Source: an optimization exercise on an open RTL-to-GDS flow (aim: small area, a short achievable clock period and few clock cycles). Production flows keep margins and buffers that such runs may drop.
RTL that was checked went through simulation tests only; none was proved equivalent to the original.

job 9292:
// matrix_vector_mul_fp
module matrix_vector_mul_fp #(
    parameter int M = 2,
    parameter int N = 4
)(
    input  logic              clk,
    input  logic              rst,
    input  logic              start,
    input  logic [M*N*32-1:0] matrix,
    input  logic [N*32-1:0]   vector,
    output logic [M*32-1:0]   result,
    output logic              done
);
For scale: ~17000 cells after synthesis, about 160000 um^2 of cells after synthesis.
==> module fp_add2, before the edit <==
module fp_add2 (
    input  logic        sa,
    input  logic [7:0]  ea,
    input  logic [24:0] pa,
    input  logic        sb,
    input  logic [7:0]  eb,
    input  logic [24:0] pb,
    output logic [31:0] y
);
    logic [23:0] ma, mb, big, sh;
    logic        ca, cb, gt, eq, dz, mgt, sub, neg, sign;
    logic [4:0]  d;
    logic [7:0]  emax;
    logic [24:0] s;
    assign ca = pa[24];
    assign cb = pb[24];
    fp_norm u_na (.e(ea), .p(pa), .m(ma));
    fp_norm u_nb (.e(eb), .p(pb), .m(mb));
    fp_add_exp #(.FAST(1)) u_exp (
        .ba(ea), .ca(ca), .bb(eb), .cb(cb),
        .gt(gt), .eq(eq), .d(d), .dz(dz), .emax(emax)
    );
    assign sub = sa ^ sb;
    logic [4:0] da, db;
    logic       za, zb;
    fp_add2_dist u_da (.e(ea), .eo(eb), .d(da), .z(za));
    fp_add2_dist u_db (.e(eb), .eo(ea), .d(db), .z(zb));
    logic [24:0] ta, tb;
    fp_shift25 u_sha (.lo(pa[22:0]), .t0(ca ? pa[23] : (ea != 8'h00)), .t1(ca & (ea != 8'hFF)),
                      .d(da), .z(za), .y(ta));
    fp_shift25 u_shb (.lo(pb[22:0]), .t0(cb ? pb[23] : (eb != 8'h00)), .t1(cb & (eb != 8'hFF)),
                      .d(db), .z(zb), .y(tb));
    logic [23:0] sha, shb;
    assign sha = cb ? ta[24:1] : ta[23:0];
    assign shb = ca ? tb[24:1] : tb[23:0];
    assign sh  = (eq ? ma : (gt ? shb : sha)) ^ {24{sub}};
    assign big = gt ? ma : mb;
    fp_mcmp u_cmp (.ma(ma), .mb(mb), .gt(mgt));
    assign neg  = eq & sub & mgt;
    logic [24:0] t;
    fp_add25 u_as (.a({1'b0, big}), .b({sub, sh}), .c(sub & ~neg), .s(t));
    assign s    = t ^ {25{neg}};
    assign sign = (gt | neg) ? sa : sb;
    fp_pack u_pack (.sign(sign), .e(emax), .e1(emax + 8'd1), .s(s), .y(y));
endmodule
==> module fp_add2_dist, before the edit <==
module fp_add2_dist (
    input  logic [7:0] e,
    input  logic [7:0] eo,
    output logic [4:0] d,
    output logic       z
);
    logic [8:0] t;
    assign t = {1'b0, eo} - {1'b0, e};
    assign d = (e == 8'hFF) ? eo[4:0] + 5'd1 : t[4:0];
    assign z = (e == 8'hFF) ? (eo >= 8'd24) : (~t[8] & (t[7:0] >= 8'd25));
endmodule
==> module fp_shift25, before the edit <==
module fp_shift25 (
    input  logic [22:0] lo,
    input  logic        t0,
    input  logic        t1,
    input  logic [4:0]  d,
    input  logic        z,
    output logic [24:0] y
);
    logic [24:0] l, h0, h1;
    assign l = {2'b00, lo} >> d;
    genvar k;
    generate
        for (k = 0; k < 25; k++) begin: P
            assign h0[k] = (k <= 23) ? (d == 5'(23 - k)) : 1'b0;
            assign h1[k] = (d == 5'(24 - k));
        end
    endgenerate
    assign y = z ? 25'd0 : (l | ({25{t0}} & h0) | ({25{t1}} & h1));
endmodule
clock: 30.0 ns
lec_check: 0
cap_margin: 20
core_margin: 2
core_utilization: 40
slew_margin: 20
synth_hierarchical: 1
standard.sh (not shown) runs the stock make flow with config.mk's settings and CLKGATE_MAP_FILE= SYNTH_SCRIPT=/design/flow/synth_recipe.tcl, a recipe that flattens the netlist after the stock synthesis.
==> flow/flow/run.sh <==
#!/bin/bash
# The standard layout with two changes to synthesis and to timing repair:
# synthesis runs flow/synth.tcl (the standard flow's script, with ABC mapping by
# flow/abc_map.script, which does no buffering or sizing), and timing repair
# aims for 15 ns of setup slack, with buf_4 cells as the port buffers.
# make's output goes to synth.log and layout.log, each step's tool output
# to the ORFS logs under orfs/logs.
set -e
export FLOW_ABC_SCRIPT=$PWD/flow/abc_map.script
bash standard.sh SYNTH_SCRIPT=$PWD/flow/synth.tcl synth > synth.log 2>&1
bash standard.sh SETUP_SLACK_MARGIN=15 BUFFER_PORTS_ARGS="-buffer_cell sky130_fd_sc_hd__buf_4" finish > layout.log 2>&1
==> flow/flow/abc_map.script <==
&get -n
&st
&dch
&nf
&st
&syn2
&if -g -K 6
&synch2
&nf
&st
&syn2
&if -g -K 6
&synch2
&nf
&st
&syn2
&if -g -K 6
&synch2
&nf
&st
&syn2
&if -g -K 6
&synch2
&nf
&st
&syn2
&if -g -K 6
&synch2
&nf
&put
topo
stime -c
==> flow/flow/synth.tcl <==
# The standard flow's synthesis script (synth_recipe.tcl) with one change: ABC maps with
# flow/abc_map.script, which leaves out the buffering and sizing steps of
# the standard ABC script (the resizer does those after placement).
proc synth {args} { yosys synth -nofsm -noshare {*}$args }
proc abc {args} {
  set i [lsearch -exact $args -script]
  if { $i >= 0 } {
    lset args [expr {$i + 1}] $::env(FLOW_ABC_SCRIPT)
  }
  yosys abc {*}$args
}
source $::env(SCRIPTS_DIR)/synth.tcl
# left out here: clear keep_hierarchy, flatten, clean up, hide names made inside functions, write 1_2_yosys.v
--- input diff job 9292..job 6689 ---
diff --git a/flow/design.v b/flow/design.v
--- a/flow/design.v
+++ b/flow/design.v
@@ -1110,76 +1110,33 @@
     input  logic        sb,
     input  logic [7:0]  eb,
     input  logic [24:0] pb,
     output logic [31:0] y
 );
-    logic [23:0] ma, mb, big, sh;
-    logic        ca, cb, gt, eq, dz, mgt, sub, neg, sign;
+    logic [23:0] ma, mb, big, sha, shb, sh;
+    logic        gt, eq, dz, mgt, sub, neg, sign;
     logic [4:0]  d;
     logic [7:0]  emax;
-    logic [24:0] s;
-    assign ca = pa[24];
-    assign cb = pb[24];
+    logic [24:0] t, s;
     fp_norm u_na (.e(ea), .p(pa), .m(ma));
     fp_norm u_nb (.e(eb), .p(pb), .m(mb));
     fp_add_exp #(.FAST(1)) u_exp (
-        .ba(ea), .ca(ca), .bb(eb), .cb(cb),
+        .ba(ea), .ca(pa[24]), .bb(eb), .cb(pb[24]),
         .gt(gt), .eq(eq), .d(d), .dz(dz), .emax(emax)
     );
     assign sub = sa ^ sb;
-    logic [4:0] da, db;
-    logic       za, zb;
-    fp_add2_dist u_da (.e(ea), .eo(eb), .d(da), .z(za));
-    fp_add2_dist u_db (.e(eb), .eo(ea), .d(db), .z(zb));
-    logic [24:0] ta, tb;
-    fp_shift25 u_sha (.lo(pa[22:0]), .t0(ca ? pa[23] : (ea != 8'h00)), .t1(ca & (ea != 8'hFF)),
-                      .d(da), .z(za), .y(ta));
-    fp_shift25 u_shb (.lo(pb[22:0]), .t0(cb ? pb[23] : (eb != 8'h00)), .t1(cb & (eb != 8'hFF)),
-                      .d(db), .z(zb), .y(tb));
-    logic [23:0] sha, shb;
-    assign sha = cb ? ta[24:1] : ta[23:0];
-    assign shb = ca ? tb[24:1] : tb[23:0];
-    assign sh  = (eq ? ma : (gt ? shb : sha)) ^ {24{sub}};
+    fp_shift_fill u_sha (.m(ma ^ {24{sub}}), .f(sub), .d(d), .dz(dz), .y(sha));
+    fp_shift_fill u_shb (.m(mb ^ {24{sub}}), .f(sub), .d(d), .dz(dz), .y(shb));
     assign big = gt ? ma : mb;
+    assign sh  = gt ? shb : sha;
     fp_mcmp u_cmp (.ma(ma), .mb(mb), .gt(mgt));
     assign neg  = eq & sub & mgt;
-    logic [24:0] t;
     fp_add25 u_as (.a({1'b0, big}), .b({sub, sh}), .c(sub & ~neg), .s(t));
     assign s    = t ^ {25{neg}};
     assign sign = (gt | neg) ? sa : sb;
     fp_pack u_pack (.sign(sign), .e(emax), .e1(emax + 8'd1), .s(s), .y(y));
 endmodule
-module fp_add2_dist (
-    input  logic [7:0] e,
-    input  logic [7:0] eo,
-    output logic [4:0] d,
-    output logic       z
-);
-    logic [8:0] t;
-    assign t = {1'b0, eo} - {1'b0, e};
-    assign d = (e == 8'hFF) ? eo[4:0] + 5'd1 : t[4:0];
-    assign z = (e == 8'hFF) ? (eo >= 8'd24) : (~t[8] & (t[7:0] >= 8'd25));
-endmodule
-module fp_shift25 (
-    input  logic [22:0] lo,
-    input  logic        t0,
-    input  logic        t1,
-    input  logic [4:0]  d,
-    input  logic        z,
-    output logic [24:0] y
-);
-    logic [24:0] l, h0, h1;
-    assign l = {2'b00, lo} >> d;
-    genvar k;
-    generate
-        for (k = 0; k < 25; k++) begin: P
-            assign h0[k] = (k <= 23) ? (d == 5'(23 - k)) : 1'b0;
-            assign h1[k] = (d == 5'(24 - k));
-        end
-    endgenerate
-    assign y = z ? 25'd0 : (l | ({25{t0}} & h0) | ({25{t1}} & h1));
-endmodule
 module fp_pack (
     input  logic        sign,
     input  logic [7:0]  e,
     input  logic [7:0]  e1,
     input  logic [24:0] s,
==> comparison <==
The clock network area share of job 9292 and that of job 6689 are within noise of each other.
Between job 9292 and job 6689, synthesized cell count decreased.
Status: area occupied by multi-input gates parity (job 9292, job 6689)
Job 6689 against job 9292: routed wire length has increased; placed wire-length estimate after detailed placement now larger.
No run of this note included a check of the RTL's function; only the layout flow was run.


Another version of the RTL of matrix_vector_mul_fp (not shown whole).
Size: ~18000 cells after synthesis, about 450 I/O pins, about 160000 um2 of cells after synthesis.
==> module fp_add_order, before the edit <==
module fp_add_order (
    input  logic        sa,
    input  logic [7:0]  ea,
    input  logic [24:0] pa,
    input  logic        sb,
    input  logic [7:0]  eb,
    input  logic [24:0] pb,
    output logic        sbig,
    output logic        sub,
    output logic        eqsub,
    output logic [23:0] big,
    output logic [23:0] shc,
    output logic [2:0]  df,
    output logic [7:0]  emax
);
    logic [23:0] ma, mb, sml;
    logic        gt, eq, dz;
    logic [4:0]  d;
    fp_norm u_na (.e(ea), .p(pa), .m(ma));
    fp_norm u_nb (.e(eb), .p(pb), .m(mb));
    fp_add_exp u_exp (
        .ba(ea), .ca(pa[24]), .bb(eb), .cb(pb[24]),
        .gt(gt), .eq(eq), .d(d), .dz(dz), .emax(emax)
    );
    assign sub   = sa ^ sb;
    assign eqsub = eq & sub;
    assign big   = gt ? ma : mb;
    assign sml   = gt ? mb : ma;
    assign sbig  = gt ? sa : sb;
    fp_shift_coarse u_shc (.m(sml), .sub(sub), .d(d[4:3]), .dz(dz), .y(shc));
    assign df    = d[2:0];
endmodule
==> module fp_add_finish, before the edit <==
module fp_add_finish (
    input  logic [23:0] big,
    input  logic [23:0] shc,
    input  logic        sub,
    input  logic        eqsub,
    input  logic        sa,
    input  logic        sbig,
    input  logic [2:0]  df,
    output logic        sign,
    output logic [24:0] s
);
    logic [23:0] sh;
    logic [24:0] s0, s1;
    logic        mgt, neg;
    fp_shift_fine u_sh (.m(shc), .sub(sub), .d(df), .y(sh));
    fp_add25cc u_add (.a({1'b0, big}), .b({sub, sh}), .s0(s0), .s1(s1));
    fp_mcmp u_cmp (.ma(~shc), .mb(big), .gt(mgt));
    assign neg  = eqsub & mgt;
    assign s    = neg ? ~s0 : (sub ? s1 : s0);
    assign sign = neg ? sa : sbig;
endmodule
==> module matrix_vector_mul_fp, before the edit <==
module matrix_vector_mul_fp #(
    parameter int M = 2,
    parameter int N = 4
)(
    input  logic              clk,
    input  logic              rst,
    input  logic              start,
    input  logic [M*N*32-1:0] matrix,
    input  logic [N*32-1:0]   vector,
    output logic [M*32-1:0]   result,
    output logic              done
);
    genvar i, j;
    logic [12:0] bo [N], bt [N], bn [N];
    logic        bz [N];
    generate
        for (j = 0; j < N; j++) begin: ENC
            fp_booth_enc u_enc (
                .b({vector[j*32+23 +: 8] != 8'd0, vector[j*32 +: 23]}),
                .bo(bo[j]), .bt(bt[j]), .bn(bn[j]), .bz(bz[j])
            );
        end
    endgenerate
    generate
        for (i = 0; i < M; i++) begin: ROW
            logic        ps [N];
            logic [7:0]  pe [N];      
            logic [24:0] pp [N];      
            for (j = 0; j < N; j++) begin: COL
                fp_mult u_mul (
                    .a(matrix[(i*N+j)*32 +: 32]),
                    .eb(vector[j*32+23 +: 8]), .sb(vector[j*32+31]),
                    .bo(bo[j]), .bt(bt[j]), .bn(bn[j]), .bz(bz[j]),
                    .sign(ps[j]), .ebase(pe[j]), .p(pp[j])
                );
            end
            logic        o_sbig [2], o_sub [2], o_eqs [2];
            logic [23:0] o_big [2], o_shc [2];
            logic [2:0]  o_d [2];
            logic [7:0]  o_em [2];
            logic        q_sbig [2], q_sub [2], q_eqs [2], q_sa [2];
            logic [23:0] q_big [2], q_shc [2];
            logic [2:0]  q_d [2];
            logic [7:0]  q_em [2];
            for (j = 0; j < 2; j++) begin: A1
                fp_add_order u_ord (
                    .sa(ps[2*j]), .ea(pe[2*j]), .pa(pp[2*j]),
                    .sb(ps[2*j+1]), .eb(pe[2*j+1]), .pb(pp[2*j+1]),
                    .sbig(o_sbig[j]), .sub(o_sub[j]), .eqsub(o_eqs[j]), .big(o_big[j]), .shc(o_shc[j]),
                    .df(o_d[j]), .emax(o_em[j])
                );
                always_ff @(posedge clk) begin
                    q_sbig[j] <= o_sbig[j];
                    q_sub[j]  <= o_sub[j];
                    q_eqs[j]  <= o_eqs[j];
                    q_sa[j]   <= ps[2*j];
                    q_big[j]  <= o_big[j];
                    q_shc[j]  <= o_shc[j];
                    q_d[j]    <= o_d[j];
                    q_em[j]   <= o_em[j];
                end
            end
            logic        s1s [2];
            logic [24:0] s1 [2];
            for (j = 0; j < 2; j++) begin: F1
                fp_add_finish u_fin (
                    .big(q_big[j]), .shc(q_shc[j]), .sub(q_sub[j]), .eqsub(q_eqs[j]),
                    .sa(q_sa[j]), .sbig(q_sbig[j]), .df(q_d[j]), .sign(s1s[j]), .s(s1[j])
                );
            end
            fp_add2 u_add2 (
                .sa(s1s[0]), .ea(q_em[0]), .pa(s1[0]),
                .sb(s1s[1]), .eb(q_em[1]), .pb(s1[1]),
                .y(result[i*32 +: 32])
            );
        end
    endgenerate
    always_ff @(posedge clk or posedge rst) begin
        if (rst) done <= 1'b0;
        else     done <= start;
    end
endmodule
==> flow/config.mk <==
export PLATFORM = sky130hd
export DESIGN_NAME = matrix_vector_mul_fp
export DESIGN_NICKNAME = matrix_vector_mul_fp
export VERILOG_FILES = /design/flow/design.v
export SDC_FILE = /design/flow/constraint.sdc
export NUM_CORES = 8
export LEC_CHECK = 0
export CAP_MARGIN = 20
export CORE_MARGIN = 2
export CORE_UTILIZATION = 40
export SLEW_MARGIN = 20
export SYNTH_HIERARCHICAL = 1
==> flow/constraint.sdc <==
create_clock -name core_clock -period 30.0 [get_ports {clk}]
set_input_delay 6.0000 -clock core_clock [delete_from_list [all_inputs] [get_ports {clk}]]
set_output_delay 6.0000 -clock core_clock [all_outputs]
set_load 0.01 [all_outputs]
==> flow/flow/run.sh <==
#!/bin/bash
# The standard layout with two changes to synthesis and to timing repair:
# synthesis runs flow/synth.tcl (the standard flow's script, with ABC mapping by
# flow/abc_map.script, which does no buffering or sizing), and timing repair
# aims for 15.5 ns of setup slack, with buf_4 cells as the port buffers.
# make's output goes to synth.log and layout.log, each step's tool output
# to the ORFS logs under orfs/logs.
set -e
export FLOW_ABC_SCRIPT=$PWD/flow/abc_map.script
bash standard.sh SYNTH_SCRIPT=$PWD/flow/synth.tcl synth > synth.log 2>&1
bash standard.sh SETUP_SLACK_MARGIN=15.5 BUFFER_PORTS_ARGS="-buffer_cell sky130_fd_sc_hd__buf_4" finish > layout.log 2>&1
Scripts as last shown in full above: flow/flow/abc_map.script, flow/flow/synth.tcl
The first run went through all stages and came out clean.
Rerun with:
--- a/flow/design.v
+++ b/flow/design.v
@@ -884,15 +884,14 @@
     input  logic [24:0] pb,
     output logic        sbig,
     output logic        sub,
     output logic        eqsub,
     output logic [23:0] big,
-    output logic [23:0] shc,
-    output logic [2:0]  df,
+    output logic [23:0] sh,
     output logic [7:0]  emax
 );
-    logic [23:0] ma, mb, sml;
+    logic [23:0] ma, mb, sml, shc;
     logic        gt, eq, dz;
     logic [4:0]  d;
     fp_norm u_na (.e(ea), .p(pa), .m(ma));
     fp_norm u_nb (.e(eb), .p(pb), .m(mb));
     fp_add_exp u_exp (
@@ -903,11 +902,11 @@
     assign eqsub = eq & sub;
     assign big   = gt ? ma : mb;
     assign sml   = gt ? mb : ma;
     assign sbig  = gt ? sa : sb;
     fp_shift_coarse u_shc (.m(sml), .sub(sub), .d(d[4:3]), .dz(dz), .y(shc));
-    assign df    = d[2:0];
+    fp_shift_fine   u_shf (.m(shc), .sub(sub), .d(d[2:0]), .y(sh));
 endmodule
 module fp_shift_coarse (
     input  logic [23:0] m,
     input  logic        sub,
     input  logic [1:0]  d,
@@ -980,25 +979,22 @@
     assign s0 = p ^ {gg[23:0], 1'b0};
     assign s1 = p ^ {gg[23:0] | pp[23:0], 1'b1};
 endmodule
 module fp_add_finish (
     input  logic [23:0] big,
-    input  logic [23:0] shc,
+    input  logic [23:0] sh,
     input  logic        sub,
     input  logic        eqsub,
     input  logic        sa,
     input  logic        sbig,
-    input  logic [2:0]  df,
     output logic        sign,
     output logic [24:0] s
 );
-    logic [23:0] sh;
     logic [24:0] s0, s1;
     logic        mgt, neg;
-    fp_shift_fine u_sh (.m(shc), .sub(sub), .d(df), .y(sh));
     fp_add25cc u_add (.a({1'b0, big}), .b({sub, sh}), .s0(s0), .s1(s1));
-    fp_mcmp u_cmp (.ma(~shc), .mb(big), .gt(mgt));
+    fp_mcmp u_cmp (.ma(~sh), .mb(big), .gt(mgt));
     assign neg  = eqsub & mgt;
     assign s    = neg ? ~s0 : (sub ? s1 : s0);
     assign sign = neg ? sa : sbig;
 endmodule
 module fp_add2 (
@@ -1077,41 +1073,38 @@
                     .bo(bo[j]), .bt(bt[j]), .bn(bn[j]), .bz(bz[j]),
                     .sign(ps[j]), .ebase(pe[j]), .p(pp[j])
                 );
             end
             logic        o_sbig [2], o_sub [2], o_eqs [2];
-            logic [23:0] o_big [2], o_shc [2];
-            logic [2:0]  o_d [2];
+            logic [23:0] o_big [2], o_sh [2];
             logic [7:0]  o_em [2];
             logic        q_sbig [2], q_sub [2], q_eqs [2], q_sa [2];
-            logic [23:0] q_big [2], q_shc [2];
-            logic [2:0]  q_d [2];
+            logic [23:0] q_big [2], q_sh [2];
             logic [7:0]  q_em [2];
             for (j = 0; j < 2; j++) begin: A1
                 fp_add_order u_ord (
                     .sa(ps[2*j]), .ea(pe[2*j]), .pa(pp[2*j]),
                     .sb(ps[2*j+1]), .eb(pe[2*j+1]), .pb(pp[2*j+1]),
-                    .sbig(o_sbig[j]), .sub(o_sub[j]), .eqsub(o_eqs[j]), .big(o_big[j]), .shc(o_shc[j]),
-                    .df(o_d[j]), .emax(o_em[j])
+                    .sbig(o_sbig[j]), .sub(o_sub[j]), .eqsub(o_eqs[j]), .big(o_big[j]), .sh(o_sh[j]),
+                    .emax(o_em[j])
                 );
                 always_ff @(posedge clk) begin
                     q_sbig[j] <= o_sbig[j];
                     q_sub[j]  <= o_sub[j];
                     q_eqs[j]  <= o_eqs[j];
                     q_sa[j]   <= ps[2*j];
                     q_big[j]  <= o_big[j];
-                    q_shc[j]  <= o_shc[j];
-                    q_d[j]    <= o_d[j];
+                    q_sh[j]   <= o_sh[j];
                     q_em[j]   <= o_em[j];
                 end
             end
             logic        s1s [2];
             logic [24:0] s1 [2];
             for (j = 0; j < 2; j++) begin: F1
                 fp_add_finish u_fin (
-                    .big(q_big[j]), .shc(q_shc[j]), .sub(q_sub[j]), .eqsub(q_eqs[j]),
-                    .sa(q_sa[j]), .sbig(q_sbig[j]), .df(q_d[j]), .sign(s1s[j]), .s(s1[j])
+                    .big(q_big[j]), .sh(q_sh[j]), .sub(q_sub[j]), .eqsub(q_eqs[j]),
+                    .sa(q_sa[j]), .sbig(q_sbig[j]), .sign(s1s[j]), .s(s1[j])
                 );
             end
             fp_add2 u_add2 (
                 .sa(s1s[0]), .ea(q_em[0]), .pa(s1[0]),
                 .sb(s1s[1]), .eb(q_em[1]), .pb(s1[1]),
The new run produced a clean layout.
Die area barely changes.
Worst setup slack gets better by 670 ps.
Wire length grows by 2.9%.
Core utilization grows by 1.2 points.
Fmax grows by 4.7%.
Hold slack gets better by 14 ps.
Design area grows by 2.6%.
Global-route usage grows by 0.11 points.
Area after synthesis barely changes.
Final cell count grows by 0.67%.
Testbench counts after the change, summed over its fixed seeds: cycles 32,000.
The RTL of the first run of this note was laid out without a check of its function.

==> re-timing with driven ports <==
The flow's constraints put no driver on any port. The routed layouts listed below were extracted and timed again, unchanged, in two steps.
Step 1 assumes that a clkbuf_16 drives the clock port and a buf_2 every other input.
Step 2, shift: input delay + t, output delay - t, t = (earliest + latest rising clock arrival at the registers) / 2. This alone moves slack from input paths to output paths.
a / b / c = no drivers / after step 1 / after step 2; a / b = the first two.
| run | t (ns) | slack for setup (ns) | hold WS [ns] | clock arrival spread, ns | worst register clock-pin slew, ns |
|---|---|---|---|---|---|
| job 9292 | 0.704 | 15.242 / 15.225 / 14.564 | 5.180 / 5.121 / 5.825 | 0.040 / 0.040 | 0.08 / 0.08 |
| job 6689 | 0.682 | 15.198 / 15.198 / 14.515 | 5.198 / 5.147 / 5.829 | 0.043 / 0.043 | 0.08 / 0.08 |
| the first run of note 2 | 0.693 | 14.915 / 14.834 / 15.027 | 5.179 / 5.125 / 5.818 | 0.062 / 0.062 | 0.08 / 0.08 |
| the second run of note 2 | 0.686 | 15.587 / 15.493 / 14.897 | 5.193 / 5.122 / 5.808 | 0.062 / 0.061 | 0.09 / 0.09 |
After both steps every run listed still meets setup and hold. The setup slack of the second run of note 2, which loses most, moves by -0.094 ns with the drivers and by -0.690 ns with both steps.
